From an optimization exercise on the open Yosys and OpenROAD flow, aimed at small area and a short achievable clock period; shortcuts taken in it are not production practice. Function was checked by simulation only, so behaviour that the tests miss may differ from the original. Power figures rest on the tool's default switching activity, not on a simulated workload.

**design/flow/design.v**
```verilog
module multiplier_int(
  clk,
  aresetn,
  opp_a,
  opp_b,
  out
);
  parameter OPP_W = 4;
  input clk;
  input aresetn;
  input [OPP_W - 1:0] opp_a;
  input [OPP_W - 1:0] opp_b;
  output [2 * OPP_W - 1:0] out;
  reg [OPP_W - 1:0] opp_a_pipe [0:OPP_W - 1];
  reg [OPP_W - 1:0] opp_b_pipe [0:OPP_W - 1];
  reg opp_a_sign [0:OPP_W];
  reg opp_b_sign [0:OPP_W];
  reg [2 * OPP_W - 1:0] acc [0:OPP_W - 1];
  reg [2 * OPP_W - 1:0] p_product [0:OPP_W - 1];
  integer i;
  always@(posedge clk, negedge aresetn) begin
    if(aresetn == 0) begin
      for(i = 0; i < OPP_W; i = i + 1) begin
        opp_a_pipe[i] <= 0;
        opp_b_pipe[i] <= 0;
        acc[i] <= 0;
      end
      for(i = 0; i <= OPP_W; i = i + 1) begin
        opp_a_sign[i] <= 0;
        opp_b_sign[i] <= 0;
      end
    end else begin
      opp_a_pipe[0] <= opp_a[OPP_W - 1] ? -opp_a : opp_a;
      opp_b_pipe[0] <= opp_b[OPP_W - 1] ? -opp_b : opp_b;
      opp_a_sign[0] <= opp_a[OPP_W - 1];
      opp_b_sign[0] <= opp_b[OPP_W - 1];
      for(i = 1; i < OPP_W; i = i + 1) begin
        opp_a_pipe[i] <= opp_a_pipe[i - 1];
        opp_b_pipe[i] <= opp_b_pipe[i - 1];
        opp_a_sign[i] <= opp_a_sign[i - 1];
        opp_b_sign[i] <= opp_b_sign[i - 1];
      end
      opp_a_sign[OPP_W] <= opp_a_sign[OPP_W - 1];
      opp_b_sign[OPP_W] <= opp_b_sign[OPP_W - 1];
      acc[0] <= p_product[0];
      for(i = 1; i < OPP_W; i = i + 1) begin
        acc[i] <= acc[i - 1] + p_product[i];
      end
    end
  end
  assign out = (opp_a_sign[OPP_W] ^ opp_b_sign[OPP_W]) ? 
    -acc[OPP_W - 1] : acc[OPP_W - 1];
  always@(*) begin
    for(i = 0; i < OPP_W; i = i + 1) begin
      p_product[i] = (opp_a_pipe[i] & {OPP_W{opp_b_pipe[i][i]}}) << i;
    end
  end
endmodule
module multiply_accumulate(
  clk,
  aresetn,
  reset,
  data,
  multi,
  result,
  overflow
);
  parameter I_OPP_W = 16;
  parameter O_OPP_W = 2 * I_OPP_W;
  input clk;
  input aresetn;
  input reset;
  input [I_OPP_W - 1:0] data;
  input [I_OPP_W - 1:0] multi;
  output reg [O_OPP_W - 1:0] result;
  output reg overflow;
  wire [2 * I_OPP_W - 1:0] product;
  always@(posedge clk, negedge aresetn) begin
    if(aresetn == 0) begin
      result <= 0;
      overflow <= 0;
    end else if(reset == 1) begin
      result <= 0;
      overflow <= 0;
    end else begin
      result <= result + product;
      overflow <= result[O_OPP_W - 1] ^ product[2 * I_OPP_W - 1];
    end
  end
  multiplier_int#(
    .OPP_W(I_OPP_W)
  ) u0(
    .clk(clk),
    .aresetn(aresetn),
    .opp_a(data),
    .opp_b(multi),
    .out(product)
  );
endmodule
```
**design/flow/run.sh**
```bash
#!/bin/bash
# synth_recipe.tcl (not shown) runs the flow's synth.tcl, then flattens the netlist and writes it again
# the make line also repeats each setting of config.mk as NAME=value (left out here)
make -C /OpenROAD-flow-scripts/flow DESIGN_CONFIG=/design/flow/config.mk WORK_HOME=/design/flow/orfs CLKGATE_MAP_FILE= SYNTH_SCRIPT=/design/flow/synth_recipe.tcl finish
```
**design/flow/config.mk**
```make
export PLATFORM = sky130hd
export DESIGN_NAME = multiply_accumulate
export DESIGN_NICKNAME = multiply_accumulate
export VERILOG_FILES = /design/flow/design.v
export SDC_FILE = /design/flow/constraint.sdc
export NUM_CORES = 4
export LEC_CHECK = 0
export CAP_MARGIN = 20
export CORE_MARGIN = 2
export CORE_UTILIZATION = 40
export SLEW_MARGIN = 20
```
**design/flow/constraint.sdc**
```tcl
create_clock -name core_clock -period 4.5 [get_ports {clk}]
set_input_delay 0.9000 -clock core_clock [delete_from_list [all_inputs] [get_ports {clk}]]
set_output_delay 0.9000 -clock core_clock [all_outputs]
set_load 0.01 [all_outputs]
```
==> impl_metrics.prom <==
# TYPE chip_impl_metric gauge
chip_impl_info{name="status",value="complete, no violations"} 1
chip_impl_metric{name="rrSetupSlack",unit="ns"} 0.31
chip_impl_metric{name="antenna_found_initial",unit=""} 0
chip_impl_metric{name="design.die.area",unit="um^2"} 92190
chip_impl_metric{name="setup-violations-final",unit=""} 0
chip_impl_metric{name="postLayoutCellArea",unit="um^2"} 41320
chip_impl_metric{name="slew_viol_final",unit=""} 0
chip_impl_metric{name="hold_violation_count_in_the_final_report",unit=""} 0
chip_impl_metric{name="cts_buffers",unit=""} 89
chip_impl_metric{name="synth_cell_type_count",unit=""} 62
chip_impl_metric{name="htreeDepth",unit=""} 3
chip_impl_metric{name="synth_enable_flop_cells",unit=""} 0
chip_impl_metric{name="die_width",unit="um"} 303.6
chip_impl_metric{name="part_of_the_yosys_area_used_for_sequential_elements",unit="%"} 59.23
chip_impl_metric{name="gpl.final_weighted_congestion",unit=""} 0.8450
chip_impl_metric{name="rows",unit=""} 109
chip_impl_metric{name="power.sequential.fraction",unit="%"} 38.7
chip_impl_metric{name="fill_cells",unit=""} 8021
chip_impl_metric{name="dieHeight",unit="um"} 303.6
chip_impl_metric{name="average_instance_area_after_synthesis",unit="um^2"} 12.16
chip_impl_metric{name="detail-route-antenna-nets",unit=""} 0
chip_impl_metric{name="layout_worst_path_cycle_share",unit="%"} 93.11
chip_impl_metric{name="insertion_delay",unit="ns"} 0.62
chip_impl_metric{name="placement.cell_area",unit="um^2"} 38170
chip_impl_metric{name="netSwitchingFraction",unit="%"} 31.96
chip_impl_metric{name="ys.warnings.count",unit=""} 8
chip_impl_info{name="synth_area_leaders",value="sky130_fd_sc_hd__dfrtp_1 59%, sky130_fd_sc_hd__ha_1 9.7%, sky130_fd_sc_hd__xnor2_1 5.4%"} 1
chip_impl_info{name="worst_r2r_endpoint",value="result[27]"} 1
chip_impl_metric{name="detail_route.first_pass.iterations",unit=""} 4
chip_impl_info{name="root_buffer",value="sky130_fd_sc_hd__clkbuf_16"} 1
chip_impl_info{name="synth.most_common_cell",value="sky130_fd_sc_hd__dfrtp_1"} 1
chip_impl_metric{name="maxClockFrequency",unit="MHz"} 238.7
chip_impl_info{name="critPathCaptureType",value="flip-flop"} 1
chip_impl_metric{name="route.vias.total",unit=""} 21120
chip_impl_metric{name="post_cts_resize_count",unit=""} 0
chip_impl_metric{name="post_route_cells_drive_above_1_share",unit="%"} 5.970
chip_impl_info{name="synth_common_cells",value="850 x sky130_fd_sc_hd__dfrtp_1, 279 x sky130_fd_sc_hd__ha_1, 247 x sky130_fd_sc_hd__and2_1"} 1
chip_impl_metric{name="cp_max_fo",unit=""} 8
chip_impl_metric{name="peakVddDrop",unit="V"} 0.0003761
chip_impl_metric{name="synth-seq-cells",unit=""} 850
chip_impl_metric{name="vias_in_the_first_global_route",unit=""} 22330
chip_impl_metric{name="rr_worst_depth",unit=""} 15
chip_impl_metric{name="synthesis.instances",unit=""} 2953
chip_impl_metric{name="worst_pin_slew",unit="ns"} 0.8630
chip_impl_metric{name="slew-limit-headroom",unit="%"} 40.98
chip_impl_metric{name="p_comb_share",unit="%"} 32.9
chip_impl_metric{name="placeable_core_area",unit="um^2"} 88650
chip_impl_metric{name="globalRouteOverflowTotal",unit=""} 0
chip_impl_metric{name="routed_via_density",unit=""} 4.875
chip_impl_metric{name="finalNetCount",unit=""} 3428
chip_impl_metric{name="fin_skew",unit="ns"} 0.01962
chip_impl_metric{name="maximum_number_of_pins_on_one_net_before_global_route_repair",unit=""} 126
chip_impl_info{name="worstSetupPathType",value="flip-flop to flip-flop"} 1
chip_impl_metric{name="wirelength",unit="um"} 58740
chip_impl_metric{name="synthToLayoutAreaGrowth",unit="%"} 15.07
chip_impl_metric{name="post_cts_repair_setup_buffers",unit=""} 0
chip_impl_info{name="most_used_flip_flop_cell_after_synthesis",value="sky130_fd_sc_hd__dfrtp_1"} 1
chip_impl_metric{name="netlist_area",unit="um^2"} 35910
chip_impl_metric{name="post-route-drc-count",unit=""} 0
chip_impl_metric{name="num_io_pins",unit=""} 68
chip_impl_metric{name="cts.clk_slew.worst_paths",unit="ns"} 0.06
chip_impl_metric{name="grt_first_pass_wirelength",unit="um"} 102700
chip_impl_info{name="reg2reg_start",value="u0.acc[15][6]"} 1
chip_impl_info{name="grt_setup_unrepaired",value="no"} 1
chip_impl_metric{name="period_needed",unit="ns"} 4.190
chip_impl_metric{name="switchingPower",unit="mW"} 8.647
chip_impl_info{name="synth_largest_area_cell",value="sky130_fd_sc_hd__dfrtp_1"} 1
chip_impl_info{name="setup.worst_path.start",value="u0.acc[15][6]"} 1
chip_impl_metric{name="cts_hold_repair.buffers",unit=""} 0
chip_impl_metric{name="worstPathArrival",unit="ns"} 4.68
chip_impl_info{name="min_delay_path_class",value="primary input to asynchronous set/reset pin"} 1
chip_impl_metric{name="start_util",unit="%"} 40.51
chip_impl_metric{name="synthDominantCellAreaShare",unit="%"} 59.23
chip_impl_metric{name="dp_hpwl",unit="um"} 42910
chip_impl_info{name="tritoncts",value="built"} 1
chip_impl_metric{name="syn_nets",unit=""} 3283
chip_impl_metric{name="synth-async-reset-ratio",unit="%"} 100.0
chip_impl_metric{name="clock_sink_count",unit=""} 850
chip_impl_metric{name="clockPowerShare",unit="%"} 28.4
chip_impl_metric{name="cp.required",unit="ns"} 4.99
chip_impl_info{name="endpoint",value="result[27]"} 1
chip_impl_metric{name="setup_tns_final",unit="ns"} 0
chip_impl_metric{name="number_of_violations_of_the_max_capacitance_limit",unit=""} 0
chip_impl_info{name="startpoint_type",value="flip-flop"} 1
chip_impl_metric{name="detail_route.wl_per_cell",unit="um"} 13.56
chip_impl_metric{name="power_density",unit="nW/um^2"} 654.8
chip_impl_metric{name="place.port_buffers",unit=""} 67
chip_impl_metric{name="cts_buffer_depth",unit=""} 3
chip_impl_metric{name="leakage",unit="nW"} 19.17
chip_impl_metric{name="cellInternalPower",unit="mW"} 18.41
chip_impl_metric{name="dr.first_iter.drc_count",unit=""} 795
chip_impl_metric{name="grt_usage",unit="%"} 13.22
## worst max-delay path, cell delays in order (launching register included)
cell	delay [ns]
sky130_fd_sc_hd__dfrtp_1	0.41
sky130_fd_sc_hd__or4_4	0.53
sky130_fd_sc_hd__or3_4	0.36
sky130_fd_sc_hd__or3_4	0.37
sky130_fd_sc_hd__nor2b_4	0.19
sky130_fd_sc_hd__nor2_1	0.07
sky130_fd_sc_hd__xor2_1	0.15
sky130_fd_sc_hd__ha_1	0.39
sky130_fd_sc_hd__a21oi_1	0.25
sky130_fd_sc_hd__o21ai_0	0.18
sky130_fd_sc_hd__nor2b_1	0.18
sky130_fd_sc_hd__nor4b_1	0.30
sky130_fd_sc_hd__nor2_1	0.17
sky130_fd_sc_hd__o31ai_1	0.27
sky130_fd_sc_hd__xor2_1	0.18
sky130_fd_sc_hd__nor2_1	0.05
## final cells by class
cell class	instances	area, um^2	area share [%]
Sequential cell	850	21270	51.48
Multi-Input combinational cell	1953	14080	34.07
Clock buffer	115	2485	6.014
Tap cell	1165	1458	3.528
Timing Repair Buffer	86	918.4	2.223
Clock inverter	44	666.9	1.614
Inverter	118	442.9	1.072
Antenna cell	1	2.502	0.006056
## stage by stage
| stage | setup WS [ns] | util, % | std cells | power, mW | hold slack, ns |
|---|---|---|---|---|---|
| 2_1_floorplan | 0.7253 | - | 2953 | 17.30 | 0.3312 |
| 3_3_place_gp | 0.4190 | 43.05 | 4172 | 19.44 | 0.3319 |
| 3_5_place_dp | 0.3351 | 43.05 | 4172 | 19.54 | 0.3347 |
| 4_1_cts | 0.3097 | 46.61 | 4331 | 27.44 | 0.2502 |
| 5_1_grt | 0.04914 | 46.61 | 4331 | 29.07 | 0.2774 |
| 6_report | 0.3102 | 46.61 | 4332 | 27.06 | 0.2501 |
## cells by family (layout without fill, tap and decap cells)
group | count (synthesis) | after routing | share of synthesized area, %
other | 0 | 1 | 0
buffers and inverters | 150 | 363 | 1.568
XOR/XNOR | 287 | 287 | 7.000
flip-flops | 850 | 850 | 59.23
AO/OA/AOI/OAI | 563 | 563 | 9.954
adder cells (fa/ha/maj) | 295 | 295 | 10.61
AND/OR/NAND/NOR | 808 | 808 | 11.63
## metal layers
metal | wire length, um | track usage (%)
met5 | 0 | 0
met4 | 2164 | 5.299
met3 | 1867 | 2.523
met2 | 32130 | 25.42
met1 | 22580 | 14.08
## worst min-delay path by stage
stage	to	start	cells after the start
2_1_floorplan	u0.acc[10][0]	u0.acc[9][0]	0
3_5_place_dp	u0.acc[10][2]	u0.acc[9][2]	0
4_1_cts	result[24]	aresetn	1
5_1_grt	result[24]	aresetn	1
3_3_place_gp	u0.acc[14][10]	u0.acc[13][10]	0
6_report	result[24]	aresetn	1
## state kept, by name, indices dropped and copies added, names as in the netlist
| name | count |
|---|---|
| overflow | 1 |
| result | 32 |
| u0.acc | 391 |
| u0.opp_a_pipe | 256 |
| u0.opp_a_sign | 17 |
| u0.opp_b_pipe | 136 |
| u0.opp_b_sign | 17 |
## layout by cell type (no fill, tap or decap), types with 35 or more instances in the layout
cell / instances
sky130_fd_sc_hd__o21ai_0: 100
sky130_fd_sc_hd__a31oi_1: 35
sky130_fd_sc_hd__nand2_1: 120
sky130_fd_sc_hd__and2_1: 247
sky130_fd_sc_hd__inv_1: 118
sky130_fd_sc_hd__clkbuf_16: 89
sky130_fd_sc_hd__a21o_1: 82
sky130_fd_sc_hd__nand3_1: 44
sky130_fd_sc_hd__clkdlybuf4s50_1: 66
sky130_fd_sc_hd__a21oi_1: 187
sky130_fd_sc_hd__xnor2_1: 220
sky130_fd_sc_hd__xor2_1: 67
sky130_fd_sc_hd__nor3_1: 64
sky130_fd_sc_hd__ha_1: 279
sky130_fd_sc_hd__nor2_1: 202
sky130_fd_sc_hd__dfrtp_1: 850
## power by group through the flow
stage | clock, mW | combinational (mW) | sequential (mW)
floorplan | 0 | 6.94 | 10.4
global placement | 0 | 8.85 | 10.6
detailed placement | 0 | 8.91 | 10.6
CTS | 7.96 | 8.98 | 10.5
global route | 8.31 | 10.1 | 10.7
finish | 7.69 | 8.90 | 10.5

static timing again, ports no longer ideal:
The results above use ideal ports. As a check the final layout listed here was re-extracted and re-timed, cells and wires unchanged. Step 1: set_driving_cell puts a clkbuf_16 on clk and a buf_2 on each other input, an assumption about the parent block. Step 2 adds t to the input delays and takes it off the output delays; t is the mean of the earliest and latest rising clock arrival at the registers after step 1. Input paths then give back, and output paths get back, about the clock's delay inside the block. a / b / c = ideal ports / drivers / drivers and shift; a / b = the first two.
t (ns): 0.680
setup WS [ns]: 0.310 / 0.310 / 0.310
worst setup path after step 2: register to register
slew at the worst register clock pin (ns): 0.06 / 0.06
worst slew at a driven data input, ns: 0.05
After both steps this run still meets setup and hold. For this run, drivers alone change the setup slack by 0.000 ns; drivers and shift together by 0.000 ns.
